What follows belongs to an exercise in optimizing a design on an open flow for small area and a short achievable clock period; a production flow would make more cautious choices. Function was checked by simulation only, so behaviour that the tests miss may differ from the original. No driver is modelled on the clock port, so clock power and skew are understated where the tree is cut down; a real chip needs a root buffer or a tree.

## job 103
// mul16_top
module mul16_top(
    input clk,
    input [15:0] a,
    input [15:0] b,
    output reg [31:0] res
);
clock: 22.0 ns
lec_check: 0
cap_margin: 20
core_margin: 2
core_utilization: 55
slew_margin: 20
synth_hierarchical: 1
standard.sh (not shown) runs the stock make flow with config.mk's settings and CLKGATE_MAP_FILE= SYNTH_SCRIPT=/design/flow/synth_recipe.tcl, a recipe that flattens the netlist after the stock synthesis.
==> flow/flow/run.sh <==
#!/bin/bash
# Own layout flow: the standard ORFS flow (standard.sh), with
#  - port buffers of a small, fast buffer cell instead of the default delay buffer;
#  - the clock tree rebuilt after CTS as one level of four buffers driven by the clock
#    port (flatten_clock.tcl), which shortens the clock's insertion delay for all
#    registers alike;
#  - timing repair aiming for setup slack above a margin, so that the design is sized for
#    the period it can reach rather than left at minimum size by the loose clock.
# make's output goes to standard.log here; ORFS keeps each step's log in orfs/logs.
set -euo pipefail
cd "$(dirname "$0")/.."
export BUFFER_PORTS_ARGS="-buffer_cell sky130_fd_sc_hd__buf_1"
export CTS_ARGS="-sink_clustering_enable -repair_clock_nets -dont_use_dummy_load -buf_list sky130_fd_sc_hd__clkbuf_8"
export POST_CTS_TCL="$PWD/flow/flatten_clock.tcl"
export SETUP_SLACK_MARGIN=17.0
bash standard.sh > standard.log 2>&1
Other scripts of this flow, unchanged in this note and not shown: flow/flow/flatten_clock.tcl
#### Input delta (job 105 over job 103)
diff --git a/flow/flow/run.sh b/flow/flow/run.sh
--- a/flow/flow/run.sh
+++ b/flow/flow/run.sh
@@ -15 +15 @@
-export SETUP_SLACK_MARGIN=17.0
+export SETUP_SLACK_MARGIN=16.9
- For final cycle utilization of the critical path, job 105 and job 103 come out practically identical.
- Job 105 finished all stages; the layout is clean.
- Job 103: all stages complete, timing, DRC and antenna checks passed
- Job 103 → job 105: number of antenna cells inserted about even, routed wire length higher, utilization now sits lower, highest clock frequency the design can meet ~0 delta, measured slew at the worst slew-check pin shows an increase of 0.0091 ns.
In every run of this note, the design's own scripts or RTL, not TritonCTS, make the clock network.

* * *

## try-tundra
Another version of the RTL of mul16_top (not shown whole).
Size in the first run: about 860 cells after synthesis, about 64 flip-flops, about 65 I/O pins, about 8700 um2 of cells after synthesis.
Settings: LEC_CHECK=0, CAP_MARGIN=20, CORE_MARGIN=2, CORE_UTILIZATION=60, SLEW_MARGIN=20, SYNTH_HIERARCHICAL=1; clock period 22.0 ns.
==> flow/flow/run.sh <==
#!/bin/bash
# Own layout flow: the standard ORFS flow (standard.sh), with
#  - port buffers of a small, fast buffer cell instead of the default delay buffer;
#  - the clock tree rebuilt after CTS as one level of four buffers driven by the clock
#    port (flatten_clock_core.tcl), which shortens the clock's insertion delay for all
#    registers alike;
#  - after that, and after global routing, timing repair aiming for setup slack above a
#    margin, so that the design is sized for the period it can reach rather than left at
#    minimum size by the loose clock.
# make's output goes to standard.log here; ORFS keeps each step's log in orfs/logs.
set -euo pipefail
cd "$(dirname "$0")/.."
export FLOW_DIR_OWN="$PWD/flow"
export FLOW_SETUP_MARGIN=0
export FLOW_IN_REG_CELL=sky130_fd_sc_hd__dfxtp_4
export FLOW_CLK_LEAF_CELL=sky130_fd_sc_hd__clkbuf_8
export BUFFER_PORTS_ARGS="-buffer_cell sky130_fd_sc_hd__buf_1"
export CTS_ARGS="-sink_clustering_enable -repair_clock_nets -dont_use_dummy_load -buf_list sky130_fd_sc_hd__clkbuf_8"
export POST_CTS_TCL="$PWD/flow/flatten_clock_post.tcl"
export PRE_GLOBAL_ROUTE_TCL="$PWD/flow/grt_margin.tcl"
bash standard.sh > standard.log 2>&1
==> flow/flow/flatten_clock_core.tcl <==
# Rebuild the clock tree that CTS made as a single level: the clock port drives
# NLEAF clock buffers directly, each driving the registers of one region of the
# core. This removes the root buffer level and so the clock's insertion delay
# (it does not skew registers against each other: all go through one buffer).
set nleaf 4
set bufcell sky130_fd_sc_hd__clkbuf_16
if {[info exists ::env(FLOW_CLK_LEAF_CELL)] && $::env(FLOW_CLK_LEAF_CELL) ne ""} { set bufcell $::env(FLOW_CLK_LEAF_CELL) }
set block [ord::get_db_block]
set clknet [$block findNet clk]
# every register clock pin (sink) of the tree, and every clock-tree buffer
set sinks {}
set bufs {}
set todo [list $clknet]
while {[llength $todo]} {
  set net [lindex $todo 0]
  set todo [lrange $todo 1 end]
  foreach it [$net getITerms] {
    if {![$it isInputSignal] && [$it getIoType] ne "INPUT"} { continue }
    set inst [$it getInst]
    set m [[$inst getMaster] getName]
    if {[string match "sky130_fd_sc_hd__clkbuf*" $m] || [string match "sky130_fd_sc_hd__clkinv*" $m] || [string match "sky130_fd_sc_hd__buf*" $m]} {
      if {[lsearch -exact $bufs $inst] < 0} {
        lappend bufs $inst
        foreach o [$inst getITerms] {
          if {[$o isOutputSignal]} { lappend todo [$o getNet] }
        }
      }
    } else {
      lappend sinks $it
    }
  }
}
puts "flatten_clock: [llength $sinks] sinks, [llength $bufs] buffers"
# split the sinks into nleaf groups: halves by x, then each half by y
proc loc {it} {
  set b [[$it getInst] getBBox]
  return [list [expr {([$b xMin] + [$b xMax]) / 2}] [expr {([$b yMin] + [$b yMax]) / 2}]]
}
proc split_by {items idx} {
  set s [lsort -real -index 1 [lmap it $items {list $it [lindex [loc $it] $idx]}]]
  set n [expr {[llength $s] / 2}]
  return [list [lmap p [lrange $s 0 [expr {$n - 1}]] {lindex $p 0}] [lmap p [lrange $s $n end] {lindex $p 0}]]
}
set groups {}
foreach half [split_by $sinks 0] {
  foreach q [split_by $half 1] { lappend groups $q }
}
# remove the old tree
foreach inst $bufs {
  foreach o [$inst getITerms] {
    if {[$o isOutputSignal]} {
      set n [$o getNet]
      foreach it [$n getITerms] { $it disconnect }
      odb::dbNet_destroy $n
    }
  }
  odb::dbInst_destroy $inst
}
# one buffer per group, at the group's centre
set master [[ord::get_db] findMaster $bufcell]
set k 0
foreach g $groups {
  set sx 0; set sy 0
  foreach it $g { lassign [loc $it] x y; incr sx $x; incr sy $y }
  set cx [expr {$sx / [llength $g]}]; set cy [expr {$sy / [llength $g]}]
  set inst [odb::dbInst_create $block $master "clkbuf_leaf_$k"]
  set net [odb::dbNet_create $block "clknet_leaf_$k"]
  $net setSigType CLOCK
  [$inst findITerm A] connect $clknet
  [$inst findITerm X] connect $net
  foreach it $g { $it connect $net }
  $inst setLocation $cx $cy
  $inst setPlacementStatus PLACED
  puts "flatten_clock: clkbuf_leaf_$k drives [llength $g] sinks"
  incr k
}
==> flow/flow/flatten_clock_post.tcl <==
source $::env(FLOW_DIR_OWN)/flatten_clock_core.tcl
if {[info exists ::env(FLOW_IN_REG_CELL)] && $::env(FLOW_IN_REG_CELL) ne ""} {
  foreach inst [get_cells {a_r* b_r*}] {
    replace_cell $inst $::env(FLOW_IN_REG_CELL)
  }
}
# optionally a stronger cell for the buffers that drive the output ports
if {[info exists ::env(FLOW_OUT_BUF_CELL)] && $::env(FLOW_OUT_BUF_CELL) ne ""} {
  foreach bt [[ord::get_db_block] getBTerms] {
    if {[$bt getIoType] ne "OUTPUT"} { continue }
    foreach it [[$bt getNet] getITerms] {
      if {[$it isOutputSignal]} {
        replace_cell [get_cells [[$it getInst] getName]] $::env(FLOW_OUT_BUF_CELL)
      }
    }
  }
}
detailed_placement
estimate_parasitics -placement
# size the design for the period it can reach: repair setup against a margin
set ::env(SETUP_SLACK_MARGIN) $::env(FLOW_SETUP_MARGIN)
repair_timing_helper
detailed_placement
check_placement -verbose
==> flow/flow/grt_margin.tcl <==
# the global-route stage's timing repair uses the same setup margin as after CTS
set ::env(SETUP_SLACK_MARGIN) $::env(FLOW_SETUP_MARGIN)
Edits applied to the flow inputs when going from try-tundra to try-amber:
- changing CORE_UTILIZATION from 60 to 55
--- outcome ---
- try-amber went all the way through the flow, and no timing, DRC or antenna check failed.
- Looking at routed wirelength normalized by instance count, try-amber sits 0.56 um below try-tundra.
- try-amber vs. try-tundra: final critical path time including I/O delays and setup went down by 35 ps, post-layout utilization of the core decreased 4.7 points.
Here is what was changed in the inputs of try-delta compared with try-amber.
- CORE_UTILIZATION changed from 55 to 60
diff --git a/flow/flow/run.sh b/flow/flow/run.sh
--- a/flow/flow/run.sh
+++ b/flow/flow/run.sh
@@ -16 +15,0 @@
-export FLOW_CLK_LEAF_CELL=sky130_fd_sc_hd__clkbuf_8
diff --git a/flow/flow/flatten_clock_core.tcl b/flow/flow/flatten_clock_core.tcl
--- a/flow/flow/flatten_clock_core.tcl
+++ b/flow/flow/flatten_clock_core.tcl
@@ -7 +6,0 @@
-if {[info exists ::env(FLOW_CLK_LEAF_CELL)] && $::env(FLOW_CLK_LEAF_CELL) ne ""} { set bufcell $::env(FLOW_CLK_LEAF_CELL) }
diff --git a/flow/flow/flatten_clock_post.tcl b/flow/flow/flatten_clock_post.tcl
--- a/flow/flow/flatten_clock_post.tcl
+++ b/flow/flow/flatten_clock_post.tcl
@@ -9,6 +9,3 @@
-  foreach bt [[ord::get_db_block] getBTerms] {
-    if {[$bt getIoType] ne "OUTPUT"} { continue }
-    foreach it [[$bt getNet] getITerms] {
-      if {[$it isOutputSignal]} {
-        replace_cell [get_cells [[$it getInst] getName]] $::env(FLOW_OUT_BUF_CELL)
-      }
+  foreach port [get_ports -filter "direction == output"] {
+    foreach pin [get_pins -of_objects [get_nets -of_objects $port] -filter "direction == output"] {
+      replace_cell [get_cells -of_objects $pin] $::env(FLOW_OUT_BUF_CELL)
--- outcome ---
| period utilization | try-delta vs try-amber | ≈ equal |
Higher met1 usage in global routing was reported by try-amber, not try-delta.
Diff try-amber -> try-delta: post-synthesis compound-gate area fraction did not really move; total number of multi-input combinational cells about even; finished layout cell area neither gained nor lost much.
NOTE: register-to-register slack in try-delta exceeds that of try-amber
Detailed-routing wirelength on met1 went down slightly going from try-amber to try-delta.
### try-delta -> try-onyx
- CORE_UTILIZATION changed from 60 to 55
diff --git a/flow/flow/run.sh b/flow/flow/run.sh
--- a/flow/flow/run.sh
+++ b/flow/flow/run.sh
@@ -15,0 +16 @@
+export FLOW_OUT_BUF_CELL=sky130_fd_sc_hd__buf_2
==> comparison <==
Status: try-onyx FAILED at 4_1_cts (tool error)
| CTS sink count | try-onyx vs try-delta | ≈ equal |
Delta (try-onyx minus try-delta): placer congestion estimate went down 0.055, half-perimeter wire length after detailed placement essentially unchanged, number of placed cells counting well taps climbed 32, placement row count moved up, height of the die up 4.3%.
Diff try-onyx..try-delta | area after synthesis | unchanged
Reported for try-delta and try-onyx, synthesized area divided by synthesized cell count turned out identical to the last digit.
The following lists how try-sierra was set up differently from try-onyx:
diff --git a/flow/flow/run.sh b/flow/flow/run.sh
--- a/flow/flow/run.sh
+++ b/flow/flow/run.sh
@@ -14 +14 @@
-export FLOW_SETUP_MARGIN=0
+export FLOW_SETUP_MARGIN=16.95
@@ -16 +15,0 @@
-export FLOW_OUT_BUF_CELL=sky130_fd_sc_hd__buf_2
Findings:
Having completed the whole flow, try-sierra delivered a layout that passed the timing, DRC and antenna checks. Reported for try-onyx and try-sierra, total placed instance area turned out identical to the last digit. As far as area fraction in compound gates after synthesis goes, try-sierra and try-onyx are indistinguishable; the numbers are identical. Number of synthesized register bits: try-sierra vs try-onyx identical. Diff try-sierra..try-onyx | post-synthesis share of cell area spent on full adders, half adders and majority gates | unchanged. Diff try-onyx..try-sierra | combined area of all synthesized cells | unchanged. Re number of sinks on the clock net: no difference whatsoever between try-sierra and try-onyx. Diff try-onyx..try-sierra | part of the Yosys area used for sequential elements | unchanged. As far as cell count after synthesis goes, try-sierra and try-onyx are indistinguishable; the numbers are identical. Per the comparison of try-sierra with try-onyx, die outline height held, initial standard-cell utilization of the core level, number of port buffers comparable.
What try-fjord does differently from try-sierra at the input level:
- swapping 55 for 60 in CORE_UTILIZATION
diff --git a/flow/flow/run.sh b/flow/flow/run.sh
--- a/flow/flow/run.sh
+++ b/flow/flow/run.sh
@@ -14,2 +14,4 @@
-export FLOW_SETUP_MARGIN=16.95
-export FLOW_IN_REG_CELL=sky130_fd_sc_hd__dfxtp_4
+export FLOW_SETUP_MARGIN=16.93
+export SETUP_MOVE_SEQUENCE=sizeup,swap
+export FLOW_IN_REG_CELL=
+export FLOW_CLK_LEAF_CELL=sky130_fd_sc_hd__clkbuf_8
diff --git a/flow/flow/flatten_clock_core.tcl b/flow/flow/flatten_clock_core.tcl
--- a/flow/flow/flatten_clock_core.tcl
+++ b/flow/flow/flatten_clock_core.tcl
@@ -6,0 +7 @@
+if {[info exists ::env(FLOW_CLK_LEAF_CELL)] && $::env(FLOW_CLK_LEAF_CELL) ne ""} { set bufcell $::env(FLOW_CLK_LEAF_CELL) }
diff --git a/flow/flow/flatten_clock_post.tcl b/flow/flow/flatten_clock_post.tcl
--- a/flow/flow/flatten_clock_post.tcl
+++ b/flow/flow/flatten_clock_post.tcl
@@ -9,3 +9,6 @@
-  foreach port [get_ports -filter "direction == output"] {
-    foreach pin [get_pins -of_objects [get_nets -of_objects $port] -filter "direction == output"] {
-      replace_cell [get_cells -of_objects $pin] $::env(FLOW_OUT_BUF_CELL)
+  foreach bt [[ord::get_db_block] getBTerms] {
+    if {[$bt getIoType] ne "OUTPUT"} { continue }
+    foreach it [[$bt getNet] getITerms] {
+      if {[$it isOutputSignal]} {
+        replace_cell [get_cells [[$it getInst] getName]] $::env(FLOW_OUT_BUF_CELL)
+      }
Notes after the runs:
Number of cells in the design after placement ends up higher on try-sierra.
For the maximum clock frequency, try-fjord came in 0.48% lower than try-sierra did.
Diff try-sierra -> try-fjord: synthesized area has remained practically unchanged, final period utilization has remained practically unchanged.
In try-tundra, try-amber, try-delta, try-sierra and try-fjord the design's own scripts or RTL, not TritonCTS, make the clock network.

## separate check: timing with driven ports
How much do the figures lean on ideal ports? The routed layouts below were timed once more, with nothing changed but the port constraints.
Step 1 assumes that a clkbuf_16 drives the clock port and a buf_2 every other input.
Step 2, shift: input delay + t, output delay - t, t = (earliest + latest rising clock arrival at the registers) / 2. This alone moves slack from input paths to output paths.
Three values: ideal ports, drivers, drivers and shift; two values: the first two.
run | t (ns) | setup WS [ns] | worst hold slack (ns) | worst setup path at the end
job 103 | 0.235 | 16.989 / 16.903 / 17.125 | 0.678 / 0.678 / 0.678 | register to register
job 105 | 0.233 | 16.990 / 16.905 / 17.031 | 0.659 / 0.659 / 0.659 | register to register
try-tundra | 0.234 | 16.917 / 16.843 / 17.003 | 0.612 / 0.612 / 0.612 | register to register
try-amber | 0.231 | 16.953 / 16.878 / 16.999 | 0.653 / 0.653 / 0.653 | register to register
try-delta | 0.230 | 16.946 / 16.857 / 17.021 | 0.613 / 0.613 / 0.613 | register to register
try-sierra | 0.232 | 16.989 / 16.893 / 17.126 | 0.644 / 0.644 / 0.644 | register to output
try-fjord | 0.233 | 16.965 / 16.891 / 17.073 | 0.613 / 0.613 / 0.613 | register to register
After both steps every run listed still meets setup and hold.
